This design comes from an exercise in tuning for small area on the open sky130 flow, not from production work. The RTL was checked by simulation tests, not by an equivalence proof against the original design. Power and IR drop assume default switching activity.

==> flow/design.v (outline; a module is shown in full before it is edited, if it fits) <==
// module Mult_8: 10 lines
// module Adder_16: 10 lines
// module reduction_mux: 37 lines
// module adder_switch: 110 lines
// module edge_adder_switch: 109 lines
// module fan_network: 352 lines
// module fan_ctrl: 344 lines
// module xbar: 36 lines
// module mux: 19 lines
// module mult_switch: 49 lines
// module mult_gen: 58 lines
// module pe_group: 107 lines
module pe_group # (
	parameter NUM_PEGS = 4,  
	parameter NUM_PES = 8,  
	parameter LOG2_PES = 3,
	parameter IN_DATA_TYPE = 8,  
	parameter OUT_DATA_TYPE = 16)(  
		clk,
		rst,
		i_data_valid,  
		i_data_bus,  
		i_stationary,  
		i_dest_bus,  
		i_vn_seperator,  
		o_data_valid,  
		o_data_bus  
);
  // ...
==> flow/run.sh <==
#!/bin/bash
# synth_recipe.tcl (not shown) runs the flow's synth.tcl, then flattens the netlist and writes it again
# the make line also repeats each setting of config.mk as NAME=value (left out here)
make -C /OpenROAD-flow-scripts/flow DESIGN_CONFIG=/design/flow/config.mk WORK_HOME=/design/flow/orfs CLKGATE_MAP_FILE= SYNTH_SCRIPT=/design/flow/synth_recipe.tcl finish
==> flow/config.mk <==
export PLATFORM = sky130hd
export DESIGN_NAME = pe_group
export DESIGN_NICKNAME = pe_group
export VERILOG_FILES = /design/flow/design.v
export SDC_FILE = /design/flow/constraint.sdc
export NUM_CORES = 4
export LEC_CHECK = 0
export CAP_MARGIN = 20
export CORE_MARGIN = 2
export CORE_UTILIZATION = 40
export SLEW_MARGIN = 20
==> flow/constraint.sdc <==
create_clock -name core_clock -period 5.5 [get_ports {clk}]
set_input_delay 1.1000 -clock core_clock [delete_from_list [all_inputs] [get_ports {clk}]]
set_output_delay 1.1000 -clock core_clock [all_outputs]
set_load 0.01 [all_outputs]
==> metrics.md, run 1 <==
| Metric | Value |
|---|---|
| Status | `timing/DRC/antenna clean` |
| Share of cells above drive strength 1 | `8.20%` |
| Core Area | `744,000 µm²` |
| Residual DRC count | `0` |
| Non-clock buffers | `1,370` |
| Detailed Place HPWL | `640,000 µm` |
| CP max stage delay | `0.53 ns` |
| Mapped Area | `298,000 µm²` |
| Post-Syn Instances | `29.7k` |
| Post_cts resized | `0` |
| Startpoint types | `register` |
| Top FF cell, synth | `dfxtp_1` |
| WHS Endpoint | `r_data_bus_ff2[208]` |
| Setup ws final | `0.224 ns` |
| Slowest cell on the critical path | `fa_1` |
| Inverter count | `2,847` |
| Nature of the critical path endpoint | `register` |
| Clk_buf instances | `908` |
| DRT Pass-1 Iters | `6` |
| Die Ht | `868 µm` |
| Most frequent cells in the layout | `dfxtp_1 (6,085), inv_1 (2,840), nor2_1 (2,650), nand2_1 (1,966), fa_1 (1,787)` |
| Yosys warning count | `14` |
| NonClk Buf Share | `a little under 4%` |
| Synth Area in Compound Gates | `6.28%` |
| Most common cell after layout, fill and taps aside | `dfxtp_1` |
| M1 GR Usage | `29.2%` |
| Final ANT Viol Nets | `0` |
| WL per Instance | `between 20 and 25 µm` |
| Fin crit period | `5.28 ns` |
| CP Depth | `21` |
| Register Area | `123,000 µm²` |
| Synth async-reset ratio | `0%` |
| Flop pwr share | `slightly below 50%` |
| Total Wirelength | `839,000 µm` |
| Sw frac | `24.1%` |
| Crit path DAT | `~6.3 ns` |
| Clock Latency Late Sink | `1.15 ns` |
| Post-synthesis xor/xnor area fraction | `between 2 and 3%` |
| DR WL met3 | `40,600 µm` |
| Max Root-Sink Buffers | `4` |
| Power Internal | `74.5 mW` |
==> module pe_group, before the edit <==
module pe_group # (
	parameter NUM_PEGS = 4,  
	parameter NUM_PES = 8,  
	parameter LOG2_PES = 3,
	parameter IN_DATA_TYPE = 8,  
	parameter OUT_DATA_TYPE = 16)(  
		clk,
		rst,
		i_data_valid,  
		i_data_bus,  
		i_stationary,  
		i_dest_bus,  
		i_vn_seperator,  
		o_data_valid,  
		o_data_bus  
);
	input clk;
	input rst;
	input [NUM_PEGS -1 : 0] i_data_valid;
	input [NUM_PEGS * NUM_PES * IN_DATA_TYPE -1 : 0] i_data_bus;
	input [NUM_PEGS -1 : 0] i_stationary;
	input [NUM_PEGS * NUM_PES * LOG2_PES -1:0] i_dest_bus;
	input [NUM_PEGS * NUM_PES * LOG2_PES -1:0] i_vn_seperator;
	output [NUM_PEGS * NUM_PES -1:0] o_data_valid;
	output [NUM_PEGS * NUM_PES * OUT_DATA_TYPE -1:0] o_data_bus;
	wire [NUM_PEGS*(NUM_PES-1)-1:0] w_reduction_add;
	wire [3*NUM_PEGS*(NUM_PES-1)-1:0] w_reduction_cmd;
	wire [NUM_PEGS*2-1 : 0] w_reduction_sel;
	wire [NUM_PEGS-1:0] w_reduction_valid;
	wire [NUM_PEGS * NUM_PES * OUT_DATA_TYPE -1: 0] r_mult;
	wire [NUM_PEGS * NUM_PES * IN_DATA_TYPE -1 : 0]  w_dist_bus;  
	wire [NUM_PEGS - 1 : 0] w_mult_valid;
	reg [NUM_PEGS * NUM_PES * IN_DATA_TYPE -1 : 0] r_data_bus_ff, r_data_bus_ff2;
	reg [NUM_PEGS - 1 : 0] r_data_valid_ff, r_data_valid_ff2;
	reg [NUM_PEGS - 1 : 0] r_stationary_ff, r_stationary_ff2;
	reg [NUM_PEGS * NUM_PES * LOG2_PES -1:0] r_dest_bus_ff, r_dest_bus_ff2;
	genvar i;
	generate
		for (i=0; i < NUM_PEGS; i=i+1) begin
			always @ (posedge clk) begin
				r_data_bus_ff[(i+1) * NUM_PES * IN_DATA_TYPE -1 : i * NUM_PES * IN_DATA_TYPE] <= i_data_bus[(i+1) * NUM_PES * IN_DATA_TYPE -1 : i * NUM_PES * IN_DATA_TYPE];
				r_data_bus_ff2[(i+1) * NUM_PES * IN_DATA_TYPE -1 : i * NUM_PES * IN_DATA_TYPE] <= r_data_bus_ff[(i+1) * NUM_PES * IN_DATA_TYPE -1 : i * NUM_PES * IN_DATA_TYPE];
				r_data_valid_ff[i] <= i_data_valid[i];
				r_data_valid_ff2[i] <= r_data_valid_ff[i];
				r_stationary_ff[i] <= i_stationary[i];
				r_stationary_ff2[i] <= r_stationary_ff[i];
				r_dest_bus_ff[(i+1) * NUM_PES * LOG2_PES -1 : i * NUM_PES * LOG2_PES] <= i_dest_bus[(i+1) * NUM_PES * LOG2_PES -1 : i * NUM_PES * LOG2_PES];
				r_dest_bus_ff2[(i+1) * NUM_PES * LOG2_PES -1 : i * NUM_PES * LOG2_PES] <= r_dest_bus_ff[(i+1) * NUM_PES * LOG2_PES -1 : i * NUM_PES * LOG2_PES];
			end
			fan_ctrl #(
				.DATA_TYPE(IN_DATA_TYPE),
				.NUM_PES(NUM_PES),
				.LOG2_PES(LOG2_PES))
				my_fan_ctrl (
				.clk(clk),
				.rst(rst),
				.i_vn(i_vn_seperator[i*NUM_PES*LOG2_PES +: NUM_PES*LOG2_PES]),
				.i_stationary(i_stationary[i]),
				.i_data_valid(i_data_valid[i]),
				.o_reduction_add(w_reduction_add[(i+1)*(NUM_PES-1)-1:i*(NUM_PES-1)]),
				.o_reduction_cmd(w_reduction_cmd[3*(i+1)*(NUM_PES-1)-1:3*i*(NUM_PES-1)]),
				.o_reduction_sel(w_reduction_sel[(i+1)*2-1:i*2]),
				.o_reduction_valid(w_reduction_valid[i])
			);
			xbar #(
				.DATA_TYPE(IN_DATA_TYPE),
				.NUM_PES(NUM_PES),
				.INPUT_BW(NUM_PES),
				.LOG2_PES(LOG2_PES))
				my_xbar (
				.clk(clk),
				.rst(rst),
				.i_data_bus(r_data_bus_ff2[(i+1) * NUM_PES * IN_DATA_TYPE -1 : i * NUM_PES * IN_DATA_TYPE]),
				.i_mux_bus(r_dest_bus_ff2[(i+1) * NUM_PES * LOG2_PES -1 : i * NUM_PES * LOG2_PES]),
				.o_dist_bus(w_dist_bus[(i+1)*NUM_PES*IN_DATA_TYPE-1:i*NUM_PES*IN_DATA_TYPE])
			);
			mult_gen #(
				.IN_DATA_TYPE(IN_DATA_TYPE),
				.OUT_DATA_TYPE(OUT_DATA_TYPE),
				.NUM_PES(NUM_PES))
				my_mult_gen (
				.clk(clk),
				.rst(rst),
				.i_valid(r_data_valid_ff2[i]),
				.i_data_bus(w_dist_bus[(i+1)*NUM_PES*IN_DATA_TYPE-1:i*NUM_PES*IN_DATA_TYPE]),
				.i_stationary(r_stationary_ff2[i]),
				.o_valid(w_mult_valid[i]),
				.o_data_bus(r_mult[(i+1)*NUM_PES*OUT_DATA_TYPE-1:i*NUM_PES*OUT_DATA_TYPE])
			);
			fan_network #(
				.DATA_TYPE(OUT_DATA_TYPE),
				.NUM_PES(NUM_PES),
				.LOG2_PES(LOG2_PES))
				my_fan_network (
				.clk(clk),
				.rst(rst),
				.i_valid(w_reduction_valid[i]),
				.i_data_bus(r_mult[(i+1)*NUM_PES*OUT_DATA_TYPE-1:i*NUM_PES*OUT_DATA_TYPE]),
				.i_add_en_bus(w_reduction_add[(i+1)*(NUM_PES-1)-1:i*(NUM_PES-1)]),
				.i_cmd_bus(w_reduction_cmd[3*(i+1)*(NUM_PES-1)-1:3*i*(NUM_PES-1)]),
				.i_sel_bus(w_reduction_sel[(i+1)*2-1:i*2]),
				.o_valid(o_data_valid[(i+1)*NUM_PES-1:i*NUM_PES]),
				.o_data_bus(o_data_bus[(i+1)*NUM_PES*OUT_DATA_TYPE-1:i*NUM_PES*OUT_DATA_TYPE])
			);
		end
	endgenerate
endmodule
==> run 2, diff against run 1 <==
==> flow/design.v (replaced) <==
module peg_fan (
	input clk,
	input rst,
	input i_valid,
	input [10:0] i_eq,
	input [127:0] i_p,
	output [7:0] o_valid,
	output [127:0] o_data
);
	wire [15:0] p0 = i_p[0 +: 16];
	wire [15:0] p1 = i_p[16 +: 16];
	wire [15:0] p2 = i_p[32 +: 16];
	wire [15:0] p3 = i_p[48 +: 16];
	wire [15:0] p4 = i_p[64 +: 16];
	wire [15:0] p5 = i_p[80 +: 16];
	wire [15:0] p6 = i_p[96 +: 16];
	wire [15:0] p7 = i_p[112 +: 16];
	wire e0 = i_eq[0], e1 = i_eq[1], e2 = i_eq[2], e3 = i_eq[3];
	wire e4 = i_eq[4], e5 = i_eq[5], e6 = i_eq[6];
	wire x13 = i_eq[7], x46 = i_eq[8], x24 = i_eq[9], x35 = i_eq[10];
	wire a0_both = ~e0 & ~e1;
	wire a0_left = ~e0 & e1;
	wire a6_both = ~e6 & ~e5;
	wire a6_right = ~e6 & e5;
	wire a2_both = ~e1 & ~e3 & ~e2;
	wire a2_right = e1 & ~e3 & ~e2;
	wire a2_left = ~e1 & e3 & ~e2;
	wire a2_byp = ~(a2_both | a2_right | a2_left);
	wire a4_both = ~e3 & ~e5 & ~e4;
	wire a4_right = e3 & ~e5 & ~e4;
	wire a4_left = ~e3 & e5 & ~e4;
	wire a4_byp = ~(a4_both | a4_right | a4_left);
	wire a1_both = e0 & e2 & ~e3 & ~e1;
	wire a1_right = ~a1_both & e2 & ~e3 & ~e1;
	wire a1_left = ~a1_both & ~a1_right & e0 & ~e1;
	wire a5_both = e4 & e6 & ~e3 & ~e5;
	wire a5_left = ~a5_both & e4 & ~e3 & ~e5;
	wire a5_right = ~a5_both & ~a5_left & e6 & ~e5;
	wire a3_both = e1 & e5 & ~x24 & ~x35;
	wire a3_right = ~a3_both & e5 & ~x35;
	wire a3_left = ~a3_both & ~a3_right & e1 & ~x24;
	reg [15:0] r_a0, r_a1, r_a2, r_a4, r_a5, r_a6;
	wire [15:0] n_a0 = (i_valid & a0_left) ? p1 : r_a0;
	wire [15:0] n_a2 = (i_valid & (a2_byp | a2_right)) ? p2 : r_a2;
	wire [15:0] n_a4 = (i_valid & (a4_byp | a4_left)) ? p5 : r_a4;
	wire [15:0] n_a6 = (i_valid & a6_right) ? p6 : r_a6;
	wire [15:0] o0 = e0 ? p0 + p1 : n_a0;
	wire [15:0] o2lo = e2 ? p2 + p3 : n_a2;
	wire [15:0] o2hi = e2 ? p2 + p3 : p3;
	wire [15:0] o4lo = e4 ? p4 + p5 : p4;
	wire [15:0] o4hi = e4 ? p4 + p5 : n_a4;
	wire [15:0] o6 = e6 ? p6 + p7 : n_a6;
	wire [15:0] n_a1 = (i_valid & a1_left) ? o2lo : (i_valid & a1_right) ? o0 : r_a1;
	wire [15:0] n_a5 = (i_valid & a5_left) ? o6 : (i_valid & a5_right) ? o4hi : r_a5;
	wire [15:0] o1 = e1 ? o0 + o2lo : n_a1;
	wire [15:0] o5 = e5 ? o4hi + o6 : n_a5;
	wire [15:0] s3 = (x13 ? o1 : o2hi) + (x46 ? o5 : o4lo);
	always @ (posedge clk) begin
		if (rst) begin
			r_a0 <= 16'd0;
			r_a1 <= 16'd0;
			r_a2 <= 16'd0;
			r_a4 <= 16'd0;
			r_a5 <= 16'd0;
			r_a6 <= 16'd0;
		end else begin
			r_a0 <= n_a0;
			r_a1 <= n_a1;
			r_a2 <= n_a2;
			r_a4 <= n_a4;
			r_a5 <= n_a5;
			r_a6 <= n_a6;
		end
	end
	wire l1_0 = a1_both | a1_left;
	wire l1_2 = a1_both | a1_right;
	wire l5_4 = a5_both | a5_left;
	wire l5_6 = a5_both | a5_right;
	wire l3_1 = a3_both | a3_left;
	wire l3_5 = a3_both | a3_right;
	wire [7:0] w_v;
	assign w_v[0] = l1_0 | a0_both | a0_left;
	assign w_v[1] = l3_1 | a0_both;
	assign w_v[2] = l1_2 | a2_both | a2_left;
	assign w_v[3] = e3 | a2_both | a2_right;
	assign w_v[4] = l5_4 | a4_both | a4_left;
	assign w_v[5] = l3_5 | a4_both | a4_right;
	assign w_v[6] = l5_6 | a6_both;
	assign w_v[7] = a6_both | a6_right;
	assign o_valid = i_valid ? w_v : 8'd0;
	assign o_data[0 +: 16] = l1_0 ? o0 : p0;
	assign o_data[16 +: 16] = l3_1 ? o1 : p1;
	assign o_data[32 +: 16] = l1_2 ? o2lo : p2;
	assign o_data[48 +: 16] = e3 ? s3 : p3;
	assign o_data[64 +: 16] = l5_4 ? o4hi : p4;
	assign o_data[80 +: 16] = l3_5 ? o5 : p5;
	assign o_data[96 +: 16] = l5_6 ? o6 : p6;
	assign o_data[112 +: 16] = p7;
endmodule
module pe_group # (
	parameter NUM_PEGS = 4,
	parameter NUM_PES = 8,
	parameter LOG2_PES = 3,
	parameter IN_DATA_TYPE = 8,
	parameter OUT_DATA_TYPE = 16)(
		clk,
		rst,
		i_data_valid,
		i_data_bus,
		i_stationary,
		i_dest_bus,
		i_vn_seperator,
		o_data_valid,
		o_data_bus
);
	input clk;
	input rst;
	input [NUM_PEGS -1 : 0] i_data_valid;
	input [NUM_PEGS * NUM_PES * IN_DATA_TYPE -1 : 0] i_data_bus;
	input [NUM_PEGS -1 : 0] i_stationary;
	input [NUM_PEGS * NUM_PES * LOG2_PES -1:0] i_dest_bus;
	input [NUM_PEGS * NUM_PES * LOG2_PES -1:0] i_vn_seperator;
	output [NUM_PEGS * NUM_PES -1:0] o_data_valid;
	output [NUM_PEGS * NUM_PES * OUT_DATA_TYPE -1:0] o_data_bus;
	genvar g;
	generate
		for (g = 0; g < NUM_PEGS; g = g + 1) begin : grp
			peg_slice u_peg (
				.clk(clk),
				.rst(rst),
				.i_valid(i_data_valid[g]),
				.i_stationary(i_stationary[g]),
				.i_data(i_data_bus[g*64 +: 64]),
				.i_dest(i_dest_bus[g*24 +: 24]),
				.i_vn(i_vn_seperator[g*24 +: 24]),
				.o_valid(o_data_valid[g*8 +: 8]),
				.o_data(o_data_bus[g*128 +: 128])
			);
		end
	endgenerate
endmodule
module peg_slice (
	input clk,
	input rst,
	input i_valid,
	input i_stationary,
	input [63:0] i_data,
	input [23:0] i_dest,
	input [23:0] i_vn,
	output [7:0] o_valid,
	output [127:0] o_data
);
	localparam NEQ = 11;
	localparam DEPTH = 7;  
	wire [63:0] w_sel;
	genvar p;
	generate
		for (p = 0; p < 8; p = p + 1) begin : xb
			assign w_sel[p*8 +: 8] = i_data[i_dest[p*3 +: 3]*8 +: 8];
		end
	endgenerate
	wire [2:0] v0 = i_vn[0 +: 3];
	wire [2:0] v1 = i_vn[3 +: 3];
	wire [2:0] v2 = i_vn[6 +: 3];
	wire [2:0] v3 = i_vn[9 +: 3];
	wire [2:0] v4 = i_vn[12 +: 3];
	wire [2:0] v5 = i_vn[15 +: 3];
	wire [2:0] v6 = i_vn[18 +: 3];
	wire [2:0] v7 = i_vn[21 +: 3];
	wire [NEQ-1:0] w_eq = {v3 == v5, v2 == v4, v4 == v6, v1 == v3,
		v6 == v7, v5 == v6, v4 == v5, v3 == v4, v2 == v3, v1 == v2, v0 == v1};
	reg [63:0] r_d [1:DEPTH];
	reg [NEQ-1:0] r_eq [1:DEPTH+1];
	reg [DEPTH+1:1] r_st;  
	reg [DEPTH:1] r_ld;  
	integer k;
	always @ (posedge clk) begin
		r_d[1] <= w_sel;
		r_eq[1] <= w_eq;
		r_st[1] <= i_valid & ~i_stationary;
		r_ld[1] <= i_valid & i_stationary;
		for (k = 2; k <= DEPTH; k = k + 1) begin
			r_d[k] <= r_d[k-1];
			r_eq[k] <= r_eq[k-1];
			r_st[k] <= r_st[k-1];
			r_ld[k] <= r_ld[k-1];
		end
		r_eq[DEPTH+1] <= r_eq[DEPTH];
		r_st[DEPTH+1] <= r_st[DEPTH];
	end
	reg [63:0] r_w;
	reg [127:0] r_p;
	always @ (posedge clk) begin
		if (rst) begin
			r_w <= 64'd0;
		end else if (r_ld[DEPTH]) begin
			r_w <= r_d[DEPTH];
		end
	end
	generate
		for (p = 0; p < 8; p = p + 1) begin : mul
			always @ (posedge clk) begin
				r_p[p*16 +: 16] <= $signed(r_d[DEPTH][p*8 +: 8]) * $signed(r_w[p*8 +: 8]);
			end
		end
	endgenerate
	peg_fan u_fan (
		.clk(clk),
		.rst(rst),
		.i_valid(r_st[DEPTH+1]),
		.i_eq(r_eq[DEPTH+1]),
		.i_p(r_p),
		.o_valid(o_valid),
		.o_data(o_data)
	);
endmodule
==> run 2 against run 1 <==
Compared with the run above: the layout now fails its checks (setup timing); setup slack got worse by 2.2 ns; synthesized area down 33%; first-iteration DRC count fell by 41%; largest cell class unchanged; highest routed layer unchanged.
==> metrics.md, run 2 <==
| Metric | Value |
|---|---|
| Count leader, synth | `dfxtp_1` |
| Largest net degree at the start of global routing | `101` |
| Max-slew violations | `0` |
| Remaining Overflow, GRT | `0` |
| Top FF cell, synth | `dfxtp_1` |
| Startpoint types | `register` |
| Top post-synthesis cells by count | `dfxtp_1 (3,356), inv_1 (2,455), fa_1 (1,788)` |
| Area contributors post-synth | `dfxtp_1 (34%), fa_1 (18%), ha_1 (8.4%)` |
| Biggest register | `grp.u_peg.r_d` |
| Worst rel slew slack | `28.4%` |
| CTS tree | `yes` |
| Most used cell along the critical path | `a21oi_2` |
| IO Port Bufs | `1,001` |
| Status | `failed layout checks` |
| Most common cell after layout, fill and taps aside | `dfxtp_1` |
| Max Cap Viol | `0` |
| RSZ-0062 raised after global routing | `true` |
| Leak pwr | `roughly 120 nW` |
| Initial antenna violation count | `50` |
| Fin crit period | `7.51 ns (+2.23 ns)` |
| DR vias | `around 140k` |
| Peak VDD IR | `264 µV` |
| Post-Place Setup Slack | `-2.03 ns` |
| Final Non-Filler Cells | `between 20k and 30k` |
| Top Ports | `1,002` |
| Final hold violation count | `0` |
| Share of cells above drive strength 1 | `24.8% (+17 points)` |
| Fmax achieved | `roughly 130 MHz` |
| GPL Wtd Cong | `0.918` |
| Inst Count DP | `27.8k` |
| Nature of the critical path endpoint | `output pin` |
| Number of flip-flops in the largest register | `1,792` |
| Post-Syn Nets | `22.4k` |
| Yosys top cell by area | `dfxtp_1` |
| Vias per cell | `4.91` |
| Initial Util | `40.2%` |
| Yosys warning count | `6 (-8)` |
| Die Ht | `711 µm (-18%)` |
| Worst min path class | `reg2reg` |
| Yosys cell types | `84` |
| Area delta synth->final | `28.2%` |
| DRT Pass-1 Iters | `9 (+3)` |
| Synth async-reset ratio | `0% (unchanged)` |
| WL per Instance | `19.2 µm (-7.1%)` |
| Crit path DAT | `6.41 ns (+0.14 ns)` |
| Slowest cell on the critical path | `nor4_4` |
| Post-synth EDFFs | `0` |
| Clock transition at path regs | `0.06 ns` |
| Residual DRC count | `0 (unchanged)` |
| CTS sink count | `3,356` |
| Setup ws final | `-2.01 ns (-2.23 ns)` |
| Post-Syn Instances | `18.8k (-36%)` |
| Seq/Total Area, Yosys | `33.6%` |
| Biggest regs | `grp.u_peg.r_d: 1792 flops, grp.u_peg.r_p: 512 flops, grp.u_peg.r_eq: 352 flops` |
| Clock Latency Late Sink | `0.98 ns (-0.17 ns)` |
| Total GRT Usage | `about 22%` |
| Total Wirelength | `553,000 µm (-34%)` |
| Syn_area_per_cell | `10.6 µm²` |
| Die outline width | `a little over 700 µm` |
| Die Footprint | `slightly above 500,000 µm²` |
| Critical Path Fanout Max | `2` |
| Most frequent cells in the layout | `dfxtp_1 (3,290), inv_1 (2,397), buf_4 (2,114), fa_1 (1,760), and2_1 (1,245)` |
| Fin nets | `25.5k` |
| Iter 0 DRT Violations | `8,242` |
| CTS root buf | `clkbuf_16` |
| PwrDens | `just under 400 nW/µm²` |
| Number of global-route vias before repair | `146k` |
| H-tree levels | `5` |
| Fin crit share | `137%` |
| Skew final | `~0.088 ns` |
| Endpoints failing setup | `115` |
| CP Class | `reg2out` |
| Site Rows | `259` |
| Worst slew pin tran | `1.07 ns` |
| Synth Register Bits | `3,356` |
| Synth top area share | `33.6%` |
| Final ANT Viol Nets | `0 (unchanged)` |
| Layout Check Fails | `setup timing` |
| Mapped Area | `200,000 µm² (-33%)` |
| Max Root-Sink Buffers | `4 (unchanged)` |
| First-pass GRT wire length | `around 860,000 µm` |
| Core Area | `498,000 µm² (-33%)` |
| TritonCTS Buffers | `365` |
| CP max stage delay | `0.38 ns (-0.15 ns)` |
| CP required | `4.40 ns` |
| Fill cell instance count of the final layout | `44.3k` |
| Detailed Place HPWL | `431,000 µm (-33%)` |
[run 2: final timing paths]
check                         startpoint                      to  slack [ns]  cells after the start
setup / recovery    grp[1].u_peg.r_p[48]         o_data_bus[191]       -2.01                     28
hold / removal    grp[0].u_peg.r_d[5][9]  grp[0].u_peg.r_d[6][9]        0.28                      0
setup reg to reg  grp[3].u_peg.r_d[7][2]    grp[3].u_peg.r_p[15]        0.45                     21
hold reg to reg   grp[0].u_peg.r_d[5][9]  grp[0].u_peg.r_d[6][9]        0.28                      0
[run 2: what timing repair did]
| item | 4_1_cts | 5_1_grt |
|---|---|---|
| resized for setup | 2007 | 835 |
| endpoints found under the setup margin | 241 | 230 |
| hold buffers | 0 | 0 |
| cloned | 0 | 1 |
| setup buffers | 382 | 185 |
| pin swaps | 675 | 608 |
[run 2: report_power, final]
part | internal (mW) | total, mW | switching [mW] | leakage (nW)
clock | 15.4 | 26.2 | 10.8 | 6.33
sequential | 27.9 | 31.1 | 3.22 | 28.0
combinational | 22.8 | 44.3 | 21.5 | 81.9
[run 2: worst max-delay path: cells and delay by family (launching register included)]
| family | cells | cell delay, ns |
|---|---|---|
| AOI/OAI and AO/OA | 12 | 1.79 |
| xor gates and xnor gates | 4 | 0.75 |
| adders and majority gates | 4 | 1.10 |
| buffers and inverters | 4 | 0.51 |
| DFF | 1 | 0.34 |
| muxes | 2 | 0.44 |
| and+or+nand+nor | 2 | 0.46 |
[run 2: cell type report]
class | count | area, µm² | area share, %
diodes | 21 | 52.6 | 0.0205
clock buffers | 476 | 10300 | 4.01
clock inverters | 203 | 2860 | 1.11
inverters | 2462 | 9280 | 3.62
multi-input cells | 12351 | 130000 | 50.6
flip-flops and latches | 3356 | 67300 | 26.3
well taps | 6655 | 8330 | 3.25
repair buffers | 3326 | 28400 | 11.1
[run 2: kinds of logic after synthesis]
family | after synthesis | synth area share [%]
AOI/OAI and AO/OA | 2130 | 6.49
adders and majority gates | 3136 | 26.3
DFF | 3356 | 33.6
xor gates and xnor gates | 1082 | 4.75
and+or+nand+nor | 4208 | 10.3
buffers and inverters | 3139 | 6.01
muxes | 1795 | 12.5
[run 2: metrics by stage]
step | cell area [µm²] | hold slack, ns | util (%) | power, mW | setup TNS [ns]
global route | 256000 | 0.278 | 51.5 | 107 | -126.30
floorplan | 201000 | 0.310 | - | 50.1 | -2.62
finish | 256000 | 0.282 | 51.5 | 102 | -93.43
CTS | 252000 | 0.275 | 50.6 | 99.7 | -107.17
global placement | 231000 | 0.310 | 46.5 | 68.7 | -50.83
detailed placement | 231000 | 0.312 | 46.5 | 69.1 | -54.69
[run 2: per-layer routing]
layer  track usage (%)  vias up  routed length (µm)
met2              34.9     3531              254000
met1              29.6    69859              249000
met3              2.70      920               26700
met4              7.79        6               23700
met5                 0        -                  46
li1                  -    67252                   -
==> run 3, diff against run 2 <==
--- a/flow/design.v
+++ b/flow/design.v
@@ -2,10 +2,10 @@
 	input clk,
 	input rst,
 	input i_valid,
-	input [10:0] i_eq,
+	input [8:0] i_eq,
 	input [127:0] i_p,
-	output [7:0] o_valid,
-	output [127:0] o_data
+	output reg [7:0] o_valid,
+	output reg [127:0] o_data
 );
 	wire [15:0] p0 = i_p[0 +: 16];
 	wire [15:0] p1 = i_p[16 +: 16];
@@ -17,7 +17,9 @@
 	wire [15:0] p7 = i_p[112 +: 16];
 	wire e0 = i_eq[0], e1 = i_eq[1], e2 = i_eq[2], e3 = i_eq[3];
 	wire e4 = i_eq[4], e5 = i_eq[5], e6 = i_eq[6];
-	wire x13 = i_eq[7], x46 = i_eq[8], x24 = i_eq[9], x35 = i_eq[10];
+	wire x13 = i_eq[7], x46 = i_eq[8];
+	wire x24 = e3 ? e2 : i_eq[7];
+	wire x35 = e3 ? e4 : i_eq[8];
 	wire a0_both = ~e0 & ~e1;
 	wire a0_left = ~e0 & e1;
 	wire a6_both = ~e6 & ~e5;
@@ -87,15 +89,355 @@
 	assign w_v[5] = l3_5 | a4_both | a4_right;
 	assign w_v[6] = l5_6 | a6_both;
 	assign w_v[7] = a6_both | a6_right;
-	assign o_valid = i_valid ? w_v : 8'd0;
-	assign o_data[0 +: 16] = l1_0 ? o0 : p0;
-	assign o_data[16 +: 16] = l3_1 ? o1 : p1;
-	assign o_data[32 +: 16] = l1_2 ? o2lo : p2;
-	assign o_data[48 +: 16] = e3 ? s3 : p3;
-	assign o_data[64 +: 16] = l5_4 ? o4hi : p4;
-	assign o_data[80 +: 16] = l3_5 ? o5 : p5;
-	assign o_data[96 +: 16] = l5_6 ? o6 : p6;
-	assign o_data[112 +: 16] = p7;
+	wire [127:0] w_o;
+	assign w_o[0 +: 16] = l1_0 ? o0 : p0;
+	assign w_o[16 +: 16] = l3_1 ? o1 : p1;
+	assign w_o[32 +: 16] = l1_2 ? o2lo : p2;
+	assign w_o[48 +: 16] = e3 ? s3 : p3;
+	assign w_o[64 +: 16] = l5_4 ? o4hi : p4;
+	assign w_o[80 +: 16] = l3_5 ? o5 : p5;
+	assign w_o[96 +: 16] = l5_6 ? o6 : p6;
+	assign w_o[112 +: 16] = p7;
+	always @ (posedge clk) begin
+		o_valid <= i_valid ? w_v : 8'd0;
+		o_data <= w_o;
+	end
+endmodule
+module mul8s (input [7:0] a, input [7:0] b, output [15:0] p);
+	wire c100;
+	wire c102;
+	wire c104;
+	wire c106;
+	wire c108;
+	wire c110;
+	wire c112;
+	wire c114;
+	wire c116;
+	wire c118;
+	wire c120;
+	wire c122;
+	wire c124;
+	wire c126;
+	wire c128;
+	wire c130;
+	wire c132;
+	wire c134;
+	wire c136;
+	wire c138;
+	wire c140;
+	wire c142;
+	wire c144;
+	wire c146;
+	wire c148;
+	wire c150;
+	wire c152;
+	wire c154;
+	wire c156;
+	wire c158;
+	wire c160;
+	wire c162;
+	wire c164;
+	wire c166;
+	wire c66;
+	wire c68;
+	wire c70;
+	wire c72;
+	wire c74;
+	wire c76;
+	wire c78;
+	wire c80;
+	wire c82;
+	wire c84;
+	wire c86;
+	wire c88;
+	wire c90;
+	wire c92;
+	wire c94;
+	wire c96;
+	wire c98;
+	wire pp1;
+	wire pp10;
+	wire pp11;
+	wire pp12;
+	wire pp13;
+	wire pp14;
+	wire pp15;
+	wire pp16;
+	wire pp17;
+	wire pp18;
+	wire pp19;
+	wire pp2;
+	wire pp20;
+	wire pp21;
+	wire pp22;
+	wire pp23;
+	wire pp24;
+	wire pp25;
+	wire pp26;
+	wire pp27;
+	wire pp28;
+	wire pp29;
+	wire pp3;
+	wire pp30;
+	wire pp31;
+	wire pp32;
+	wire pp33;
+	wire pp34;
+	wire pp35;
+	wire pp36;
+	wire pp37;
+	wire pp38;
+	wire pp39;
+	wire pp4;
+	wire pp40;
+	wire pp41;
+	wire pp42;
+	wire pp43;
+	wire pp44;
+	wire pp45;
+	wire pp46;
+	wire pp47;
+	wire pp48;
+	wire pp49;
+	wire pp5;
+	wire pp50;
+	wire pp51;
+	wire pp52;
+	wire pp53;
+	wire pp54;
+	wire pp55;
+	wire pp56;
+	wire pp57;
+	wire pp58;
+	wire pp59;
+	wire pp6;
+	wire pp60;
+	wire pp61;
+	wire pp62;
+	wire pp63;
+	wire pp64;
+	wire pp7;
+	wire pp8;
+	wire pp9;
+	wire s101;
+	wire s103;
+	wire s105;
+	wire s107;
+	wire s109;
+	wire s111;
+	wire s113;
+	wire s115;
+	wire s117;
+	wire s119;
+	wire s121;
+	wire s123;
+	wire s125;
+	wire s127;
+	wire s129;
+	wire s131;
+	wire s133;
+	wire s135;
+	wire s137;
+	wire s139;
+	wire s141;
+	wire s143;
+	wire s145;
+	wire s147;
+	wire s149;
+	wire s151;
+	wire s153;
+	wire s155;
+	wire s157;
+	wire s159;
+	wire s161;
+	wire s163;
+	wire s165;
+	wire s65;
+	wire s67;
+	wire s69;
+	wire s71;
+	wire s73;
+	wire s75;
+	wire s77;
+	wire s79;
+	wire s81;
+	wire s83;
+	wire s85;
+	wire s87;
+	wire s89;
+	wire s91;
+	wire s93;
+	wire s95;
+	wire s97;
+	wire s99;
+	assign pp1 = a[0] & b[0];
+	assign pp2 = a[0] & b[1];
+	assign pp3 = a[0] & b[2];
+	assign pp4 = a[0] & b[3];
+	assign pp5 = a[0] & b[4];
+	assign pp6 = a[0] & b[5];
+	assign pp7 = a[0] & b[6];
+	assign pp8 = ~(a[0] & b[7]);
+	assign pp9 = a[1] & b[0];
+	assign pp10 = a[1] & b[1];
+	assign pp11 = a[1] & b[2];
+	assign pp12 = a[1] & b[3];
+	assign pp13 = a[1] & b[4];
+	assign pp14 = a[1] & b[5];
+	assign pp15 = a[1] & b[6];
+	assign pp16 = ~(a[1] & b[7]);
+	assign pp17 = a[2] & b[0];
+	assign pp18 = a[2] & b[1];
+	assign pp19 = a[2] & b[2];
+	assign pp20 = a[2] & b[3];
+	assign pp21 = a[2] & b[4];
+	assign pp22 = a[2] & b[5];
+	assign pp23 = a[2] & b[6];
+	assign pp24 = ~(a[2] & b[7]);
+	assign pp25 = a[3] & b[0];
+	assign pp26 = a[3] & b[1];
+	assign pp27 = a[3] & b[2];
+	assign pp28 = a[3] & b[3];
+	assign pp29 = a[3] & b[4];
+	assign pp30 = a[3] & b[5];
+	assign pp31 = a[3] & b[6];
+	assign pp32 = ~(a[3] & b[7]);
+	assign pp33 = a[4] & b[0];
+	assign pp34 = a[4] & b[1];
+	assign pp35 = a[4] & b[2];
+	assign pp36 = a[4] & b[3];
+	assign pp37 = a[4] & b[4];
+	assign pp38 = a[4] & b[5];
+	assign pp39 = a[4] & b[6];
+	assign pp40 = ~(a[4] & b[7]);
+	assign pp41 = a[5] & b[0];
+	assign pp42 = a[5] & b[1];
+	assign pp43 = a[5] & b[2];
+	assign pp44 = a[5] & b[3];
+	assign pp45 = a[5] & b[4];
+	assign pp46 = a[5] & b[5];
+	assign pp47 = a[5] & b[6];
+	assign pp48 = ~(a[5] & b[7]);
+	assign pp49 = a[6] & b[0];
+	assign pp50 = a[6] & b[1];
+	assign pp51 = a[6] & b[2];
+	assign pp52 = a[6] & b[3];
+	assign pp53 = a[6] & b[4];
+	assign pp54 = a[6] & b[5];
+	assign pp55 = a[6] & b[6];
+	assign pp56 = ~(a[6] & b[7]);
+	assign pp57 = ~(a[7] & b[0]);
+	assign pp58 = ~(a[7] & b[1]);
+	assign pp59 = ~(a[7] & b[2]);
+	assign pp60 = ~(a[7] & b[3]);
+	assign pp61 = ~(a[7] & b[4]);
+	assign pp62 = ~(a[7] & b[5]);
+	assign pp63 = ~(a[7] & b[6]);
+	assign pp64 = a[7] & b[7];
+	assign s65 = pp7 ^ pp14;
+	assign c66 = pp7 & pp14;
+	assign s67 = pp8 ^ pp15 ^ pp22;
+	assign c68 = (pp8 & pp15) | (pp8 & pp22) | (pp15 & pp22);
+	assign s69 = pp29 ^ pp36;
+	assign c70 = pp29 & pp36;
+	assign s71 = pp16 ^ pp23 ^ pp30;
+	assign c72 = (pp16 & pp23) | (pp16 & pp30) | (pp23 & pp30);
+	assign s73 = pp37 ^ pp44 ^ pp51;
+	assign c74 = (pp37 & pp44) | (pp37 & pp51) | (pp44 & pp51);
+	assign s75 = pp24 ^ pp31 ^ pp38;
+	assign c76 = (pp24 & pp31) | (pp24 & pp38) | (pp31 & pp38);
+	assign s77 = pp5 ^ pp12;
+	assign c78 = pp5 & pp12;
+	assign s79 = pp6 ^ pp13 ^ pp20;
+	assign c80 = (pp6 & pp13) | (pp6 & pp20) | (pp13 & pp20);
+	assign s81 = pp27 ^ pp34;
+	assign c82 = pp27 & pp34;
+	assign s83 = s65 ^ pp21 ^ pp28;
+	assign c84 = (s65 & pp21) | (s65 & pp28) | (pp21 & pp28);
+	assign s85 = pp35 ^ pp42 ^ pp49;
+	assign c86 = (pp35 & pp42) | (pp35 & pp49) | (pp42 & pp49);
+	assign s87 = c66 ^ s67 ^ s69;
+	assign c88 = (c66 & s67) | (c66 & s69) | (s67 & s69);
+	assign s89 = pp43 ^ pp50 ^ pp57;
+	assign c90 = (pp43 & pp50) | (pp43 & pp57) | (pp50 & pp57);
+	assign s91 = c68 ^ c70 ^ s71;
+	assign c92 = (c68 & c70) | (c68 & s71) | (c70 & s71);
+	assign s93 = s73 ^ pp58 ^ 1'b1;
+	assign c94 = (s73 & pp58) | (s73 & 1'b1) | (pp58 & 1'b1);
+	assign s95 = c72 ^ c74 ^ s75;
+	assign c96 = (c72 & c74) | (c72 & s75) | (c74 & s75);
+	assign s97 = pp45 ^ pp52 ^ pp59;
+	assign c98 = (pp45 & pp52) | (pp45 & pp59) | (pp52 & pp59);
+	assign s99 = c76 ^ pp32 ^ pp39;
+	assign c100 = (c76 & pp32) | (c76 & pp39) | (pp32 & pp39);
+	assign s101 = pp46 ^ pp53 ^ pp60;
+	assign c102 = (pp46 & pp53) | (pp46 & pp60) | (pp53 & pp60);
+	assign s103 = pp40 ^ pp47 ^ pp54;
+	assign c104 = (pp40 & pp47) | (pp40 & pp54) | (pp47 & pp54);
+	assign s105 = pp4 ^ pp11;
+	assign c106 = pp4 & pp11;
+	assign s107 = s77 ^ pp19 ^ pp26;
+	assign c108 = (s77 & pp19) | (s77 & pp26) | (pp19 & pp26);
+	assign s109 = c78 ^ s79 ^ s81;
+	assign c110 = (c78 & s79) | (c78 & s81) | (s79 & s81);
+	assign s111 = c80 ^ c82 ^ s83;
+	assign c112 = (c80 & c82) | (c80 & s83) | (c82 & s83);
+	assign s113 = c84 ^ c86 ^ s87;
+	assign c114 = (c84 & c86) | (c84 & s87) | (c86 & s87);
+	assign s115 = c88 ^ c90 ^ s91;
+	assign c116 = (c88 & c90) | (c88 & s91) | (c90 & s91);
+	assign s117 = c92 ^ c94 ^ s95;
+	assign c118 = (c92 & c94) | (c92 & s95) | (c94 & s95);
+	assign s119 = c96 ^ c98 ^ s99;
+	assign c120 = (c96 & c98) | (c96 & s99) | (c98 & s99);
+	assign s121 = c100 ^ c102 ^ s103;
+	assign c122 = (c100 & c102) | (c100 & s103) | (c102 & s103);
+	assign s123 = c104 ^ pp48 ^ pp55;
+	assign c124 = (c104 & pp48) | (c104 & pp55) | (pp48 & pp55);
+	assign s125 = pp3 ^ pp10;
+	assign c126 = pp3 & pp10;
+	assign s127 = s105 ^ pp18 ^ pp25;
+	assign c128 = (s105 & pp18) | (s105 & pp25) | (pp18 & pp25);
+	assign s129 = c106 ^ s107 ^ pp33;
+	assign c130 = (c106 & s107) | (c106 & pp33) | (s107 & pp33);
+	assign s131 = c108 ^ s109 ^ pp41;
+	assign c132 = (c108 & s109) | (c108 & pp41) | (s109 & pp41);
+	assign s133 = c110 ^ s111 ^ s85;
+	assign c134 = (c110 & s111) | (c110 & s85) | (s111 & s85);
+	assign s135 = c112 ^ s113 ^ s89;
+	assign c136 = (c112 & s113) | (c112 & s89) | (s113 & s89);
+	assign s137 = c114 ^ s115 ^ s93;
+	assign c138 = (c114 & s115) | (c114 & s93) | (s115 & s93);
+	assign s139 = c116 ^ s117 ^ s97;
+	assign c140 = (c116 & s117) | (c116 & s97) | (s117 & s97);
+	assign s141 = c118 ^ s119 ^ s101;
+	assign c142 = (c118 & s119) | (c118 & s101) | (s119 & s101);
+	assign s143 = c120 ^ s121 ^ pp61;
+	assign c144 = (c120 & s121) | (c120 & pp61) | (s121 & pp61);
+	assign s145 = c122 ^ s123 ^ pp62;
+	assign c146 = (c122 & s123) | (c122 & pp62) | (s123 & pp62);
+	assign s147 = c124 ^ pp56 ^ pp63;
+	assign c148 = (c124 & pp56) | (c124 & pp63) | (pp56 & pp63);
+	assign s149 = pp2 ^ pp9;
+	assign c150 = pp2 & pp9;
+	assign s151 = s125 ^ pp17 ^ c150;
+	assign c152 = (s125 & pp17) | (s125 & c150) | (pp17 & c150);
+	assign s153 = c126 ^ s127 ^ c152;
+	assign c154 = (c126 & s127) | (c126 & c152) | (s127 & c152);
+	assign s155 = c128 ^ s129 ^ c154;
+	assign c156 = (c128 & s129) | (c128 & c154) | (s129 & c154);
+	assign s157 = c130 ^ s131 ^ c156;
+	assign c158 = (c130 & s131) | (c130 & c156) | (s131 & c156);
+	assign s159 = c132 ^ s133 ^ c158;
+	assign c160 = (c132 & s133) | (c132 & c158) | (s133 & c158);
+	assign s161 = c134 ^ s135 ^ c160;
+	assign c162 = (c134 & s135) | (c134 & c160) | (s135 & c160);
+	assign s163 = c136 ^ s137 ^ c162;
+	assign c164 = (c136 & s137) | (c136 & c162) | (s137 & c162);
+	assign s165 = c138 ^ s139 ^ c164;
+	assign c166 = (c138 & s139) | (c138 & c164) | (s139 & c164);
+	wire [5:0] hs = {1'b1, c148, c146, c144, c142, c140} + {1'b0, pp64, s147, s145, s143, s141} + c166;
+	assign p = {hs, s165, s163, s161, s159, s157, s155, s153, s151, s149, pp1};
 endmodule
 module pe_group # (
 	parameter NUM_PEGS = 4,
@@ -150,8 +492,8 @@
 	output [7:0] o_valid,
 	output [127:0] o_data
 );
-	localparam NEQ = 11;
-	localparam DEPTH = 7;  
+	localparam NEQ = 9;
+	localparam DEPTH = 6;  
 	wire [63:0] w_sel;
 	genvar p;
 	generate
@@ -167,8 +509,9 @@
 	wire [2:0] v5 = i_vn[15 +: 3];
 	wire [2:0] v6 = i_vn[18 +: 3];
 	wire [2:0] v7 = i_vn[21 +: 3];
-	wire [NEQ-1:0] w_eq = {v3 == v5, v2 == v4, v4 == v6, v1 == v3,
-		v6 == v7, v5 == v6, v4 == v5, v3 == v4, v2 == v3, v1 == v2, v0 == v1};
+	wire w_e3 = (v3 == v4);
+	wire [NEQ-1:0] w_eq = {w_e3 ? (v4 == v6) : (v3 == v5), w_e3 ? (v1 == v3) : (v2 == v4),
+		v6 == v7, v5 == v6, v4 == v5, w_e3, v2 == v3, v1 == v2, v0 == v1};
 	reg [63:0] r_d [1:DEPTH];
 	reg [NEQ-1:0] r_eq [1:DEPTH+1];
 	reg [DEPTH+1:1] r_st;  
@@ -190,6 +533,7 @@
 	end
 	reg [63:0] r_w;
 	reg [127:0] r_p;
+	wire [127:0] w_p;
 	always @ (posedge clk) begin
 		if (rst) begin
 			r_w <= 64'd0;
@@ -199,11 +543,12 @@
 	end
 	generate
 		for (p = 0; p < 8; p = p + 1) begin : mul
-			always @ (posedge clk) begin
-				r_p[p*16 +: 16] <= $signed(r_d[DEPTH][p*8 +: 8]) * $signed(r_w[p*8 +: 8]);
-			end
+			mul8s u_mul (.a(r_d[DEPTH][p*8 +: 8]), .b(r_w[p*8 +: 8]), .p(w_p[p*16 +: 16]));
 		end
 	endgenerate
+	always @ (posedge clk) begin
+		r_p <= w_p;
+	end
 	peg_fan u_fan (
 		.clk(clk),
 		.rst(rst),
--- a/flow/config.mk
+++ b/flow/config.mk
@@ -8,4 +8,5 @@
 export CAP_MARGIN = 20
 export CORE_MARGIN = 2
 export CORE_UTILIZATION = 40
+export GPL_TIMING_DRIVEN = 0
 export SLEW_MARGIN = 20
==> run 3 against run 2 <==
Compared with the run above: the layout still fails its checks (setup timing); global-route usage increased by 1.4 points; setup slack improved by 2.0 ns; total power increased by 1.1%; flip-flop and latch count increased by 180; clock skew decreased by 0.0088 ns; clock-buffer cell count increased by 16; synthesized area decreased by 8.0%; critical path depth decreased by 1; cell count decreased by 11%; sequential share of layout area increased by 5.7 points; first-iteration DRC count increased by 6.5%; critical endpoint is now grp[2].u_peg.u_fan.o_data[63]; largest cell class unchanged; largest power group unchanged.
==> metrics.md, run 3 <==
| Metric | Value |
|---|---|
| Post-Syn Instances | `17.4k (-7.8%)` |
| Final Util | `48.6% (-2.9 points)` |
| Hold depth | `0 (unchanged)` |
| Vias per cell | `5.05 (+3.0%)` |
| Mapped Area | `184,000 µm² (-8.0%)` |
| IO Port Bufs | `905 (-9.6%)` |
| Layout Check Fails | `setup timing` |
| Cell depth of the worst flop-to-flop path | `27 (+29%)` |
| Die Footprint | `465,000 µm² (-8.0%)` |
| Fin crit share | `101% (-36 points)` |
| Fin crit period | `5.55 ns (-1.96 ns)` |
| Leak pwr | `98.2 nW (-16%)` |
| RSZ-0062 raised after global routing | `true` |
| Endpoints failing setup | `3 (-97%)` |
| Top delay family on crit path | `compound AO/OA/AOI/OAI gates` |
| Worst min path class | `reg2reg` |
| Core Area | `459,000 µm² (-7.8%)` |
| Top Ports | `1,002 (unchanged)` |
| Area delta synth->final | `21.2%` |
| Critical Path Fanout Max | `5 (+3)` |
| Number of global-route vias before repair | `128k (-12%)` |
| PwrDens | `461 nW/µm² (+16%)` |
| Die Ht | `682 µm (-4.1%)` |
| CTS root buf | `clkbuf_16` |
| Slowest cell on the critical path | `dfxtp_4` |
| GPL Wtd Cong | `0.960 (+4.6%)` |
| CP required | `6.36 ns (+1.96 ns)` |
| Worst rel slew slack | `23.2% (-5.2 points)` |
| Final ANT Viol Nets | `0 (unchanged)` |
| TritonCTS Buffers | `385 (+5.5%)` |
| Synth top area share | `38.5% (+4.9 points)` |
| Max Cap Viol | `0 (unchanged)` |
| Max-slew violations | `0 (unchanged)` |
| Final instance area | `223,000 µm² (-13%)` |
| Syn_area_per_cell | `10.6 µm² (-0.26%)` |
| Post-Syn Nets | `20.1k (-10%)` |
| Peak VDD IR | `572 µV (+120%)` |
| Status | `failed layout checks` |
| Most common cell after layout, fill and taps aside | `dfxtp_1` |
| CP Class | `reg2reg` |
| Synth Register Bits | `3,536 (+5.4%)` |
| Seq/Total Area, Yosys | `38.5% (+4.9 points)` |
| CP max stage delay | `0.44 ns (+0.06 ns)` |
| R2r startpoint | `grp[2].u_peg.r_st[7]` |
| Worst slew pin tran | `1.14 ns (+0.0664 ns)` |
| Setup ws final | `-0.0459 ns (+1.96 ns)` |
| Fmax achieved | `180 MHz (+35%)` |
| Initial Util | `40.1% (-0.084 points)` |
| Nature of the critical path endpoint | `register` |
| First-pass GRT wire length | `811,000 µm (-5.7%)` |
| WHS Endpoint | `grp[2].u_peg.r_eq[6][7]` |
| Share of cells above drive strength 1 | `16.8% (-8.0 points)` |
| Register Area | `71,400 µm² (+6.0%)` |
| Post-synth EDFFs | `0 (unchanged)` |
| R2R Setup Slk | `-0.05 ns (-0.50 ns)` |
| Yosys warning count | `6 (unchanged)` |
| Top FF cell, synth | `dfxtp_1` |
| Die outline width | `682 µm (-4.1%)` |
| Crit Reg-Reg Endpoint | `grp[2].u_peg.u_fan.o_data[63]` |
| Post-place instance area | `201,000 µm² (-13%)` |
| Total Wirelength | `548,000 µm (-0.93%)` |
| Fin Setup TNS | `-0.0982 ns (+93.33 ns)` |
| WL per Instance | `21.4 µm (+12%)` |
| Count of buffer and inverter cells on the critical path | `2 (-2)` |
| Hold Crit Start | `grp[2].u_peg.r_eq[5][7]` |
| Most frequent cells in the layout | `dfxtp_1 (3,326), inv_1 (2,308), and2_1 (1,486), nand2_1 (1,413), fa_1 (1,241)` |
| Inst Count DP | `24.5k (-12%)` |
| Detailed Place HPWL | `428,000 µm (-0.65%)` |
| Startpoint types | `register` |
| DR vias | `129k (-8.7%)` |
| Final Non-Filler Cells | `25.6k (-11%)` |
| Biggest register | `grp.u_peg.r_d` |
| Fin nets | `21.8k (-14%)` |
| Number of flip-flops in the largest register | `1,536 (-14%)` |
| Hold_ws | `0.287 ns (+0.00560 ns)` |
| Count leader, synth | `dfxtp_1` |
| Crit path DAT | `6.41 ns (about the same)` |
| Synth async-reset ratio | `0% (unchanged)` |
| Biggest regs | `grp.u_peg.r_d: 1536 flops, grp.u_peg.r_p: 512 flops, grp.u_peg.u_fan.o_data: 512 flops` |
| Final hold violation count | `0 (unchanged)` |
| Total GRT Usage | `23.0% (+1.4 points)` |
| Yosys cell types | `90 (+7.1%)` |
| Max Root-Sink Buffers | `4 (unchanged)` |
| Fill cell instance count of the final layout | `42.0k (-5.2%)` |
| Clock Latency Late Sink | `1.02 ns (+0.04 ns)` |
| Iter 0 DRT Violations | `8,776 (+6.5%)` |
| CTS tree | `yes` |
| Skew final | `0.0793 ns (-0.00877 ns)` |
| DRT Pass-1 Iters | `6 (-3)` |
| Residual DRC count | `0 (unchanged)` |
| Clock transition at path regs | `0.06 ns (about the same)` |
| Site Rows | `249 (-3.9%)` |
| Area contributors post-synth | `dfxtp_1 (38%), fa_1 (16%), mux4_2 (6.3%)` |
| Remaining Overflow, GRT | `0 (unchanged)` |
| CTS sink count | `3,536 (+5.4%)` |
| Total power draw | `103 mW (+1.1%)` |
| Area of the multi-input gates | `106,000 µm² (-18%)` |
| Initial antenna violation count | `53 (+6.0%)` |
| Post-Place Setup Slack | `-2.30 ns (-0.270 ns)` |
| Largest net degree at the start of global routing | `17 (-83%)` |
| H-tree levels | `5 (unchanged)` |
| Yosys top cell by area | `dfxtp_1` |
| Top post-synthesis cells by count | `dfxtp_1 (3,536), inv_1 (2,368), and2_1 (1,501)` |
[run 3: changes by cell type after synthesis, sizes merged, moves of 80 or more]
cell,previous run,this run
nand2b,313,62
and2,1246,1502
fa,1788,1468
o21ai,606,526
nand2,1248,1439
xnor2,712,359
ha,1348,804
a21o,283,175
xor2,368,233
inv,2461,2370
dfxtp,3356,3536
a21oi,676,537
[run 3: worst max-delay path by stage]
stage / startpoint / to / cells past startpoint
global placement: grp[3].u_peg.r_eq[7][6] / grp[3].u_peg.u_fan.o_data[63] / 26
global route: grp[2].u_peg.r_st[7] / grp[2].u_peg.u_fan.o_data[63] / 29
detailed placement: grp[3].u_peg.r_eq[7][6] / grp[3].u_peg.u_fan.o_data[63] / 26
CTS: grp[2].u_peg.r_st[7] / grp[2].u_peg.u_fan.o_data[63] / 29
floorplan: grp[2].u_peg.r_eq[7][4] / grp[2].u_peg.u_fan.o_data[63] / 28
finish: grp[2].u_peg.r_st[7] / grp[2].u_peg.u_fan.o_data[63] / 27
[run 3: logic make-up after synthesis]
logic type / Yosys count / share of synthesized area [%]
AND/OR/NAND/NOR: 4474 / 11.9
flip-flops: 3536 / 38.5
XOR/XNOR: 601 / 2.93
buffers and inverters: 2963 / 6.05
multiplexers: 1673 / 12.9
adder cells (fa/ha/maj): 2272 / 21.4
AO/OA/AOI/OAI: 1865 / 6.30
[run 3: repair_timing]
| action | CTS | global route |
|---|---|---|
| pin swaps | 195 | 466 |
| setup endpoints to repair | 188 | 110 |
| hold buffers | 0 | 0 |
| buffers inserted | 198 | 197 |
| resized for setup | 821 | 698 |
[run 3: metal layers]
metal | track usage (%) | part of all wire [%] | vias up
met5 | 0 | 0.0036 | -
met4 | 12.1 | 6.0 | 2
met3 | 2.90 | 5.7 | 1146
met2 | 36.3 | 45 | 4254
met1 | 30.8 | 43 | 63952
li1 | - | - | 59843
[run 3: layout make-up]
class / count / area share, %
diodes: 37 / 0.0415
plain buffers: 560 / 1.08
clock buffers: 492 / 4.83
clock inverters: 222 / 1.41
inverters: 2375 / 4.01
multi-input cells: 10885 / 47.7
flip-flops and latches: 3536 / 32.0
well taps: 6149 / 3.45
repair buffers: 1306 / 5.53
[run 3: power breakdown]
part           total, mW  switching [mW]  internal, mW
sequential          35.6            4.83          30.7
clock               27.8            11.2          16.5
combinational       39.4            21.6          17.9
==> run 4, diff against run 3 <==
--- a/flow/config.mk
+++ b/flow/config.mk
@@ -8,5 +8,4 @@
 export CAP_MARGIN = 20
 export CORE_MARGIN = 2
 export CORE_UTILIZATION = 40
-export GPL_TIMING_DRIVEN = 0
 export SLEW_MARGIN = 20
==> run 4 against run 3 <==
Compared with the run above: the layout still fails its checks (setup timing); final area is 1.7% higher; non-clock buffer count increased by 612; global-route usage shrank 0.65 points; critical path depth is 1 higher; register-to-register slack improved by 0.03 ns.
==> metrics.md, run 4 <==
| Metric | Value |
|---|---|
| CP max stage delay | `0.41 ns (-0.03 ns)` |
| Most frequent cells in the layout | `dfxtp_1 (3,483), inv_1 (2,338), and2_1 (1,499), buf_4 (1,463), nand2_1 (1,426)` |
| Share of cells above drive strength 1 | `19.1% (+2.3 points)` |
| Top FF cell, synth | `dfxtp_1` |
| Number of flip-flops in the largest register | `1,536 (unchanged)` |
| CTS root buf | `clkbuf_16` |
| Max-slew violations | `0 (unchanged)` |
| Post-Syn Nets | `20.1k (unchanged)` |
| Layout Check Fails | `setup timing` |
| TritonCTS Buffers | `381 (-1.0%)` |
| Synth async-reset ratio | `0% (unchanged)` |
| Die outline width | `682 µm (unchanged)` |
| Critical Path Fanout Max | `3 (-2)` |
| Mapped Area | `184,000 µm² (unchanged)` |
| Worst min path class | `reg2reg` |
| Final instance area | `227,000 µm² (+1.7%)` |
| Clock transition at path regs | `0.07 ns (about the same)` |
| CP Class | `reg2reg` |
| Final Util | `49.4% (+0.83 points)` |
| Fin crit share | `100% (-0.62 points)` |
| Fin nets | `22.4k (+2.8%)` |
| Yosys warning count | `6 (unchanged)` |
| Setup ws final | `-0.0115 ns (+0.0343 ns)` |
| Fmax achieved | `181 MHz (+0.62%)` |
| Startpoint types | `register` |
| Post-place instance area | `210,000 µm² (+4.4%)` |
| Max Cap Viol | `0 (unchanged)` |
| DRT Pass-1 Iters | `6 (unchanged)` |
| Synth top area share | `38.5% (unchanged)` |
| Core Area | `459,000 µm² (unchanged)` |
| Clock Latency Late Sink | `0.99 ns (-0.03 ns)` |
| Peak VDD IR | `357 µV (-38%)` |
| Fin crit period | `5.51 ns (-0.0343 ns)` |
| Crit path DAT | `6.40 ns (about the same)` |
| GPL Wtd Cong | `0.928 (-3.3%)` |
| Initial antenna violation count | `35 (-34%)` |
| IO Port Bufs | `1,001 (+11%)` |
| Max Root-Sink Buffers | `4 (unchanged)` |
| Die Footprint | `465,000 µm² (unchanged)` |
| Area contributors post-synth | `dfxtp_1 (38%), fa_1 (16%), mux4_2 (6.3%)` |
| Worst slew pin tran | `1.14 ns (+0.00275 ns)` |
| PwrDens | `454 nW/µm² (-1.5%)` |
| Yosys cell types | `90 (unchanged)` |
| Top post-synthesis cells by count | `dfxtp_1 (3,536), inv_1 (2,368), and2_1 (1,501)` |
| Top delay family on crit path | `compound AO/OA/AOI/OAI gates` |
| H-tree levels | `5 (unchanged)` |
| Post-synth EDFFs | `0 (unchanged)` |
| Worst rel slew slack | `23.0% (-0.19 points)` |
| Initial Util | `40.1% (unchanged)` |
| Slowest cell on the critical path | `fa_2` |
| Top Ports | `1,002 (unchanged)` |
| Count leader, synth | `dfxtp_1` |
| Most used cell along the critical path | `buf_4` |
| Number of global-route vias before repair | `130k (+1.3%)` |
| First-pass GRT wire length | `797,000 µm (-1.7%)` |
| Largest net degree at the start of global routing | `137 (+120)` |
| Status | `failed layout checks` |
| Most common cell after layout, fill and taps aside | `dfxtp_1` |
| Synth Register Bits | `3,536 (unchanged)` |
| Site Rows | `249 (unchanged)` |
| RSZ-0062 raised after global routing | `true` |
| Detailed Place HPWL | `413,000 µm (-3.7%)` |
| Residual DRC count | `0 (unchanged)` |
| Fin Setup TNS | `-0.0115 ns (+0.0867 ns)` |
| Biggest register | `grp.u_peg.r_d` |
| Count of buffer and inverter cells on the critical path | `4 (+2)` |
| CP required | `6.39 ns (+0.03 ns)` |
| Biggest regs | `grp.u_peg.r_d: 1536 flops, grp.u_peg.r_p: 512 flops, grp.u_peg.u_fan.o_data: 512 flops` |
| Post-Syn Instances | `17.4k (unchanged)` |
| CTS sink count | `3,536 (unchanged)` |
| Remaining Overflow, GRT | `0 (unchanged)` |
| Total GRT Usage | `22.3% (-0.65 points)` |
| Area delta synth->final | `23.3%` |
| Endpoints failing setup | `1 (-2)` |
| Leak pwr | `102 nW (+4.4%)` |
| Syn_area_per_cell | `10.6 µm² (unchanged)` |
| CTS tree | `yes` |
| Skew final | `0.0499 ns (-0.0294 ns)` |
| Yosys top cell by area | `dfxtp_1` |
| Final ANT Viol Nets | `0 (unchanged)` |
| Die Ht | `682 µm (unchanged)` |
| Iter 0 DRT Violations | `8,265 (-5.8%)` |
| Total power draw | `103 mW (+0.20%)` |
| Seq/Total Area, Yosys | `38.5% (unchanged)` |
| Total Wirelength | `530,000 µm (-3.3%)` |
| DR vias | `129k (-0.47%)` |
| Nature of the critical path endpoint | `register` |
| WL per Instance | `20.3 µm (-5.4%)` |
| Vias per cell | `4.92 (-2.7%)` |
| Final hold violation count | `0 (unchanged)` |
-- run 4: cell count changes in the layout (fill, tap and decap cells not counted), moves of 80 or more --
cell / before / now
buf_1: 118 / 0
buf_4: 378 / 1463
clkbuf_1: 396 / 39
clkdlybuf4s50_1: 905 / 985
dfxtp_1: 3326 / 3483
dfxtp_4: 122 / 6
-- run 4: metrics by stage --
stage / setup WS (ns) / std cells / hold WS [ns]
after floorplan: -0.0466 / 17384 / 0.310
after detailed placement: -0.275 / 25335 / 0.312
after CTS: -0.0654 / 26063 / 0.303
after global routing: -0.233 / 26134 / 0.301
final: -0.0115 / 26142 / 0.302
after global placement: -0.281 / 25335 / 0.310
-- run 4: cell families after synthesis --
kind of cell	count (synthesis)	share of synthesized area, %
and+or+nand+nor	4474	11.9
DFF	3536	38.5
buffers and inverters	2963	6.05
adders and majority gates	2272	21.4
AOI/OAI and AO/OA	1865	6.30
muxes	1673	12.9
xor gates and xnor gates	601	2.93
-- run 4: metal layers --
layer,vias to the layer above,global-route usage (%),part of all wire (%),wire length [µm]
met2,3626,35.2,45,239000
met5,-,0,0.0055,29
met4,4,9.85,5.0,26600
li1,61008,-,-,-
met3,958,3.06,5.5,28900
met1,62994,30.5,44,236000
-- run 4: repair_timing --
item	CTS	global route
hold buffers	0	0
setup endpoints to repair	77	124
buffers inserted	19	70
pin swaps	43	313
resized for setup	173	539
-- run 4: path summary, 6_finish.rpt --
check        cells after the start  slack [ns]                    start                       endpoint
max                             28       -0.01     grp[2].u_peg.r_p[80]  grp[2].u_peg.u_fan.o_data[63]
min                              0        0.30  grp[0].u_peg.r_d[4][17]        grp[0].u_peg.r_d[5][17]
max reg2reg                     28       -0.01     grp[2].u_peg.r_p[80]  grp[2].u_peg.u_fan.o_data[63]
min reg2reg                      0        0.30  grp[0].u_peg.r_d[4][17]        grp[0].u_peg.r_d[5][17]
-- run 4: where the power goes --
group	leakage, nW	total [mW]	switching [mW]	internal (mW)
Sequential	29.5	35.3	4.61	30.7
Clock	6.65	27.6	11.4	16.2
Combinational	66.3	40.1	20.9	19.1
Total	102	103	37.0	66.0
-- run 4: area by class of cell --
cell class | instances | area, µm²
Sequential cell | 3536 | 70900
Tap cell | 6149 | 7690
Fill cell | 41646 | 232000
Antenna cell | 10 | 25.0
Clock buffer | 477 | 10500
Multi-Input combinational cell | 10885 | 104000
Inverter | 2375 | 8920
Timing Repair Buffer | 2478 | 21100
Clock inverter | 232 | 3240
-- run 4: worst reg2reg max path: cells and delay by family (launching register included) --
kind	cells	cell delay (ns)
DFF	1	0.36
buffers and inverters	4	0.58
xor gates and xnor gates	1	0.17
and+or+nand+nor	5	0.73
AOI/OAI and AO/OA	14	2.41
adders and majority gates	4	1.19

-- afterwards: timing with drivers on the ports --
No port has a modelled driver above. Below, the same layouts with a new extraction and two added sets of constraints. Step 1 (the two cells are an assumption about what drives the block):
set clk [get_ports {clk}]
set_driving_cell -lib_cell sky130_fd_sc_hd__clkbuf_16 $clk
set_driving_cell -lib_cell sky130_fd_sc_hd__buf_2 [delete_from_list [all_inputs] $clk]
Step 2 adds t to the input delays and takes it off the output delays; t is the mean of the earliest and latest rising clock arrival at the registers after step 1. Input paths then give back, and output paths get back, about the clock's delay inside the block. Three values: ideal ports, drivers, drivers and shift; two values: the first two.
| run | t (ns) | setup slack, ns | latest minus earliest clock arrival (ns) | worst slew at a driven data input, ns |
|---|---|---|---|---|
| run 1 | 1.239 | 0.224 / 0.224 / 0.224 | 0.095 / 0.096 | 0.08 |
| run 2 | 1.058 | -2.009 / -2.121 / -1.063 | 0.104 / 0.105 | 0.07 |
| run 3 | 1.083 | -0.046 / -0.046 / -0.046 | 0.081 / 0.082 | 0.14 |
| run 4 | 1.082 | -0.012 / -0.012 / -0.012 | 0.053 / 0.052 | 0.14 |
